Context: an optimization exercise on an open-source flow, tuned for small area, a short achievable clock period and few clock cycles per item. The choices shown serve that exercise and are no tape-out recipe. The RTL was checked by simulation tests, not by an equivalence proof against the original design. Power figures rest on the tool's default switching activity, not on a simulated workload.

## mult8
module mult8(clk, nRST, c_ALL, m_busy, a_data, b_data, mult_out, m_finish);
input clk;
input nRST;
input c_ALL;
input m_busy;
input [7:0] a_data;
input [7:0] b_data;
output m_finish;
reg m_finish;
output [15:0] mult_out;
wire bo_0;
wire bt_0;
wire bn_0;
wire pp_0_0;
wire pp_0_1;
wire pp_0_2;
wire pp_0_3;
wire pp_0_4;
wire pp_0_5;
wire pp_0_6;
wire pp_0_7;
wire pe_0;
wire bo_1;
wire bt_1;
wire bn_1;
wire pp_1_0;
wire pp_1_1;
wire pp_1_2;
wire pp_1_3;
wire pp_1_4;
wire pp_1_5;
wire pp_1_6;
wire pp_1_7;
wire pe_1;
wire bo_2;
wire bt_2;
wire bn_2;
wire pp_2_0;
wire pp_2_1;
wire pp_2_2;
wire pp_2_3;
wire pp_2_4;
wire pp_2_5;
wire pp_2_6;
wire pp_2_7;
wire pe_2;
wire bo_3;
wire bt_3;
wire bn_3;
wire pp_3_0;
wire pp_3_1;
wire pp_3_2;
wire pp_3_3;
wire pp_3_4;
wire pp_3_5;
wire pp_3_6;
wire pp_3_7;
wire pe_3;
wire s1;
wire c2;
wire s3;
wire c4;
wire s5;
wire c6;
wire s7;
wire c8;
wire s9;
wire c10;
wire s11;
wire c12;
wire s13;
wire c14;
wire s15;
wire c16;
wire s17;
wire c18;
wire s19;
wire c20;
wire s21;
wire c22;
wire s23;
wire c24;
wire s25;
wire c26;
wire s27;
wire c28;
wire s29;
wire c30;
  ...
For scale: roughly 310 cells after synthesis, ~21 flip-flops, about 2400 sq um of cells after synthesis.
==> flow/config.mk <==
export PLATFORM = sky130hd
export DESIGN_NAME = mult8
export DESIGN_NICKNAME = mult8
export VERILOG_FILES = /design/flow/design.v
export SDC_FILE = /design/flow/constraint.sdc
export NUM_CORES = 4
export LEC_CHECK = 0
export CAP_MARGIN = 20
export CORE_MARGIN = 2
export CORE_UTILIZATION = 40
export CTS_BUF_LIST = sky130_fd_sc_hd__clkbuf_4
export GPL_TIMING_DRIVEN = 0
export PLACE_DENSITY = 0.6
export SLEW_MARGIN = 20
==> flow/constraint.sdc <==
create_clock -name core_clock -period 5.0 [get_ports {clk}]
set_input_delay 1.0000 -clock core_clock [delete_from_list [all_inputs] [get_ports {clk}]]
set_output_delay 1.0000 -clock core_clock [all_outputs]
set_load 0.01 [all_outputs]
standard.sh (not shown) runs the stock make flow with config.mk's settings and CLKGATE_MAP_FILE= SYNTH_SCRIPT=/design/flow/synth_recipe.tcl, a recipe that flattens the netlist after the stock synthesis.
==> flow/flow/run.sh <==
#!/bin/bash
# Own layout flow: the standard flow (standard.sh), with its synthesis
# script swapped for flow/synth.tcl, which sources the standard script
# synth_recipe.tcl but skips full-adder extraction and maps with flow/map.abc.
set -euo pipefail
work=$(pwd)
export MY_WORK_DIR=$work
export MY_FLOW_DIR=$work/flow
sed -e "s#SYNTH_SCRIPT=[^ ]*#SYNTH_SCRIPT=$work/flow/synth.tcl ADDER_MAP_FILE= BUFFER_PORTS_ARGS=\"-buffer_cell sky130_fd_sc_hd__buf_1\"#" standard.sh > own_standard.sh
bash own_standard.sh > own_flow.log 2>&1
==> flow/flow/map.abc <==
strash
dch
map -D 1600
topo
upsize -c -D 1600
dnsize -c -D 1600
==> flow/flow/map_out.abc <==
strash
dch
map -D 1200
topo
stime -c
buffer -c
upsize -c -D 1200
dnsize -c -D 1200
stime -c
==> flow/flow/synth.tcl <==
# Standard synthesis (synth_recipe.tcl, sourced unchanged) with two changes made
# from outside it: no full-adder extraction (ADDER_MAP_FILE is left empty on
# make's command line) and ABC technology mapping with delay-driven scripts:
# flow/map_out.abc for the logic between the registers and the outputs, then
# flow/map.abc for the rest.
proc abc {args} {
  set out {}
  set skip 0
  foreach a $args {
    if {$skip} { set skip 0; continue }
    if {$a eq "-script" || $a eq "-D"} { set skip 1; continue }
    lappend out $a
  }
  set dir $::env(MY_FLOW_DIR)
  if {[file exists $dir/map_out.abc]} {
    yosys select -set outcone o:* %ci*:-sky130_fd_sc_hd__edfxtp_1:-sky130_fd_sc_hd__dfrtp_1:-sky130_fd_sc_hd__dfxtp_1 t:\$_* %i
    puts "abc override: output cone with $dir/map_out.abc"
    yosys abc -script $dir/map_out.abc {*}$out @outcone
  }
  puts "abc override: rest with $dir/map.abc"
  yosys abc -script $dir/map.abc {*}$out
}
source $::env(MY_WORK_DIR)/synth_recipe.tcl
The baseline finished clean.
Testbench counts at the start, summed over its fixed seeds: cycles 3,200, items 3,200.
Then changed:
--- a/flow/flow/run.sh
+++ b/flow/flow/run.sh
@@ -7,4 +7,4 @@
 export MY_WORK_DIR=$work
 export MY_FLOW_DIR=$work/flow
-sed -e "s#SYNTH_SCRIPT=[^ ]*#SYNTH_SCRIPT=$work/flow/synth.tcl ADDER_MAP_FILE= BUFFER_PORTS_ARGS=\"-buffer_cell sky130_fd_sc_hd__buf_1\"#" standard.sh > own_standard.sh
+sed -e "s#SYNTH_SCRIPT=[^ ]*#SYNTH_SCRIPT=$work/flow/synth.tcl ADDER_MAP_FILE= BUFFER_PORTS_ARGS=\"-buffer_cell sky130_fd_sc_hd__buf_2\"#" standard.sh > own_standard.sh
 bash own_standard.sh > own_flow.log 2>&1
==> flow/flow/map.abc (replaced) <==
strash
dch
map -D 1600
topo
stime -c
buffer -c
upsize -c -D 1600
dnsize -c -D 1600
stime -c
==> flow/flow/map_out.abc (replaced) <==
strash
dch
map -D 900
topo
stime -c
buffer -c
upsize -c -D 900
dnsize -c -D 900
stime -c
--- a/flow/config.mk
+++ b/flow/config.mk
@@ -9,6 +9,6 @@
 export CORE_MARGIN = 2
 export CORE_UTILIZATION = 40
-export CTS_BUF_LIST = sky130_fd_sc_hd__clkbuf_4
 export GPL_TIMING_DRIVEN = 0
 export PLACE_DENSITY = 0.6
+export SETUP_SLACK_MARGIN = 2.2
 export SLEW_MARGIN = 20
=>
- The new run passed the timing, DRC and antenna checks
- non-clock buffer count rose by 25
- worst hold slack gets better by 0.065 ns
- die area rose by 4.0%
- clock power rose by 31%
- combinational power rose by 28%
- utilization rose by 10 points
- maximum frequency rose by 20%
- cell count rose by 7.0%
- total power rose by 20%
- clock-buffer cell count fell by 1
Then changed:
--- a/flow/flow/run.sh
+++ b/flow/flow/run.sh
@@ -7,4 +7,4 @@
 export MY_WORK_DIR=$work
 export MY_FLOW_DIR=$work/flow
-sed -e "s#SYNTH_SCRIPT=[^ ]*#SYNTH_SCRIPT=$work/flow/synth.tcl ADDER_MAP_FILE= BUFFER_PORTS_ARGS=\"-buffer_cell sky130_fd_sc_hd__buf_2\"#" standard.sh > own_standard.sh
+sed -e "s#SYNTH_SCRIPT=[^ ]*#SYNTH_SCRIPT=$work/flow/synth.tcl ADDER_MAP_FILE= BUFFER_PORTS_ARGS=\"-buffer_cell sky130_fd_sc_hd__buf_1\"#" standard.sh > own_standard.sh
 bash own_standard.sh > own_flow.log 2>&1
==> flow/flow/map_out.abc (replaced) <==
strash
dch
map -D 1200
topo
stime -c
buffer -c
upsize -c -D 1200
dnsize -c -D 1200
stime -c
--- a/flow/config.mk
+++ b/flow/config.mk
@@ -8,7 +8,6 @@
 export CAP_MARGIN = 20
 export CORE_MARGIN = 2
-export CORE_UTILIZATION = 40
+export CORE_UTILIZATION = 65
 export GPL_TIMING_DRIVEN = 0
-export PLACE_DENSITY = 0.6
-export SETUP_SLACK_MARGIN = 2.2
+export PLACE_DENSITY = 0.75
 export SLEW_MARGIN = 20
Non-clock buffer count goes down by 23.
Global-route usage goes up by 8.3 points.
Utilization goes up by 18 points.
Fmax goes down by 6.5%.
Total power goes down by 13%.
Register-to-register slack is worse by 0.02 ns.
Cell count goes down by 12%.

---

build 31:
mult8, a different RTL version from the one above (not shown whole).
Size: roughly 430 cells after synthesis, roughly 3000 um2 of cells after synthesis.
Settings: LEC_CHECK=0, CAP_MARGIN=20, CORE_MARGIN=2, CORE_UTILIZATION=40, GPL_TIMING_DRIVEN=0, PLACE_DENSITY=0.6, SLEW_MARGIN=20; clock period 5.0 ns.
==> flow/flow/run.sh <==
#!/bin/bash
# Own layout flow: the standard flow (standard.sh), with its synthesis
# script swapped for flow/synth.tcl, which sources the standard script
# synth_recipe.tcl but skips full-adder extraction and maps with flow/map.abc.
set -euo pipefail
work=$(pwd)
export MY_WORK_DIR=$work
export MY_FLOW_DIR=$work/flow
sed -e "s#SYNTH_SCRIPT=[^ ]*#SYNTH_SCRIPT=$work/flow/synth.tcl ADDER_MAP_FILE= BUFFER_PORTS_ARGS=\"-buffer_cell sky130_fd_sc_hd__buf_2\"#" standard.sh > own_standard.sh
bash own_standard.sh > own_flow.log 2>&1
==> flow/flow/map.abc <==
strash
dch
map -D 1400
topo
stime -c
buffer -c
upsize -c -D 1400
dnsize -c -D 1400
stime -c
==> flow/flow/map_out.abc <==
strash
dch
map -D 900
topo
stime -c
buffer -c
upsize -c -D 900
dnsize -c -D 900
stime -c
Scripts as last shown in full above: flow/flow/synth.tcl
Testbench counts of build 31, summed over its fixed seeds: cycles 3,200, items 3,200.
Edits applied to the flow inputs when going from build 31 to build 53:
==> flow/flow/map.abc <==
strash
dch
map -D 2000
topo
stime -c
buffer -c
upsize -c -D 2000
dnsize -c -D 2000
stime -c
==> flow/flow/synth.tcl <==
# Standard synthesis (synth_recipe.tcl, sourced unchanged) with two changes made
# from outside it: no full-adder extraction (ADDER_MAP_FILE is left empty on
# make's command line) and ABC mapped with a delay-driven script.
set my_abc_script $::env(MY_FLOW_DIR)/map.abc

proc abc {args} {
  set out {}
  set skip 0
  foreach a $args {
    if {$skip} { set skip 0; continue }
    if {$a eq "-script" || $a eq "-D"} { set skip 1; continue }
    lappend out $a
  }
  puts "abc override: -script $::my_abc_script"
  yosys abc -script $::my_abc_script {*}$out
}
source $::env(MY_WORK_DIR)/synth_recipe.tcl
removed: flow/flow/map_out.abc
[summary]
Compared with build 31, routability-driven placement congestion ratio in build 53 increased by a few percent.
Build 53: area after detailed placement is 320 um2 lower than what build 31 reported.
The cell row count of build 53 is lower than that of build 31.
Design area in build 53 vs build 31: down 9.4%
Fmax: build 53 below build 31
Between build 53 and build 31, it is build 53 whose area overhead of the layout relative to synthesis is higher, by 1.2 points.
Buffer share of cell area, build 53 and build 31: smaller value in build 31
Final cell count shrinks by more than 10% when moving from build 31 to build 53.
Compared with build 31, in build 53 met1 track utilization from global routing up 0.67 points; setup slack after layout shrank by 0.86 ns.
Input changes introduced in build 24 (baseline for comparison: build 53):
Settings: SETUP_SLACK_MARGIN now 2.2, previously not set.
==> flow/flow/map.abc <==
strash
dch
map -D 1400
topo
stime -c
buffer -c
upsize -c -D 1400
dnsize -c -D 1400
stime -c
==> flow/flow/map_out.abc (new file) <==
strash
dch
map -D 900
topo
stime -c
buffer -c
upsize -c -D 900
dnsize -c -D 900
stime -c
==> flow/flow/synth.tcl <==
# Standard synthesis (synth_recipe.tcl, sourced unchanged) with two changes made
# from outside it: no full-adder extraction (ADDER_MAP_FILE is left empty on
# make's command line) and ABC technology mapping with delay-driven scripts:
# flow/map_out.abc for the logic between the registers and the outputs, then
# flow/map.abc for the rest.
proc abc {args} {
  set out {}
  set skip 0
  foreach a $args {
    if {$skip} { set skip 0; continue }
    if {$a eq "-script" || $a eq "-D"} { set skip 1; continue }
    lappend out $a
  }
  set dir $::env(MY_FLOW_DIR)
  if {[file exists $dir/map_out.abc]} {
    yosys select -set outcone o:* %ci*:-sky130_fd_sc_hd__edfxtp_1:-sky130_fd_sc_hd__dfrtp_1:-sky130_fd_sc_hd__dfxtp_1 t:\$_* %i
    puts "abc override: output cone with $dir/map_out.abc"
    yosys abc -script $dir/map_out.abc {*}$out @outcone
  }
  puts "abc override: rest with $dir/map.abc"
  yosys abc -script $dir/map.abc {*}$out
}
source $::env(MY_WORK_DIR)/synth_recipe.tcl
## What came out
- The clock-buffer cell count of build 24 is higher than that of build 53.
- Fraction of the mapped netlist area in adder cells for build 24 is lower than for build 53.
- Via count went up by more than 10% going from build 53 to build 24.
- Compared with build 53, build 24 ends up with more cell area.
- On build 24: clock period minus final worst setup slack is 0.90 ns lower than what build 53 gave.
What build 46 does differently from build 24 at the input level:
Settings: SETUP_SLACK_MARGIN no longer set, was 2.2.
==> flow/flow/map.abc <==
strash
dch
map -D 2000
topo
stime -c
buffer -c
upsize -c -D 2000
dnsize -c -D 2000
stime -c
Notes after the runs:
- Looking at buffers plus inverters on the worst setup path, build 46 sits 1 higher than build 24 does.
- Diff build 24 -> build 46 | count of filler cells inserted in the layout | decrease of 64
- Endpoint of the worst setup timing path = hi_a[3]: build 46; endpoint of the worst setup timing path = mult_out[13]: build 24
- Comparing build 24 and build 46, required time at the worst-slack endpoint is higher on build 46.
- Build 46 vs build 24 on setup slack: build 46 is the lower one.
- Looking at unique cell type count in the Yosys netlist, build 46 sits about 18% below build 24.
- Changes observed in build 46 relative to build 24: tightest hold margin saw little to no change, maximum frequency saw a decrease, number of placed instances with taps included saw a decrease.
## Diff of input files: build 40 against build 46
Settings: SETUP_SLACK_MARGIN: unset -> 2.3.
--- outcome ---
- Changes observed in build 40 relative to build 46: final design instance area without fill up 31%, final cell count up 7.8%, number of buffers added for setup after CTS up 25.
- Where setup slack is concerned, build 46 is outperformed by build 40.
- The clock transition at the register clock pins on the worst setup and hold paths after CTS was comparable across build 46 and build 40.
- From build 46 to build 40 the numbers moved as follows: minimum period implied by the final worst setup slack -0.45 ns, highest ir drop seen on vdd +about 11%, overall power of the completed layout +0.23 mW.
- Build 40 reports a higher critical path depth than build 46 does.

[what the ideal ports hide]
The flow's constraints put no driver on any port. The routed layouts listed below were extracted and timed again, unchanged, in two steps.
Step 1 assumes that a clkbuf_16 drives the clock port and a buf_2 every other input.
Step 2 also shifts input and output timing later by t, the mid clock arrival at the registers, as if the neighbouring blocks saw the same clock.
Three values: ideal, step 1, step 2; two values: the first two.
| run | shift t [ns] | setup WS [ns] | worst setup path at the end | worst register clock-pin slew, ns | worst slew at a driven data input, ns |
|---|---|---|---|---|---|
| the first run of note 1 | 0.327 | 1.570 / 1.569 / 1.243 | input to register | 0.12 / 0.12 | 0.03 |
| the second run of note 1 | 0.289 | 2.154 / 2.121 / 1.832 | input to register | 0.08 / 0.08 | 0.06 |
| the third run of note 1 | 0.282 | 1.955 / 1.960 / 1.678 | input to register | 0.08 / 0.08 | 0.04 |
| build 31 | 0.299 | 2.214 / 2.183 / 1.984 | input to register | 0.09 / 0.09 | 0.03 |
| build 53 | 0.307 | 1.358 / 1.330 / 1.637 | register to output | 0.10 / 0.10 | 0.03 |
| build 24 | 0.299 | 2.262 / 2.231 / 2.017 | input to register | 0.10 / 0.10 | 0.04 |
| build 46 | 0.293 | 1.770 / 1.773 / 1.480 | input to register | 0.09 / 0.09 | 0.03 |
| build 40 | 0.298 | 2.224 / 2.213 / 1.915 | input to register | 0.09 / 0.09 | 0.06 |
After both steps setup and hold are still met in every run listed. For the first run of note 1, which loses most, drivers alone change the setup slack by -0.001 ns; drivers and shift together by -0.327 ns.
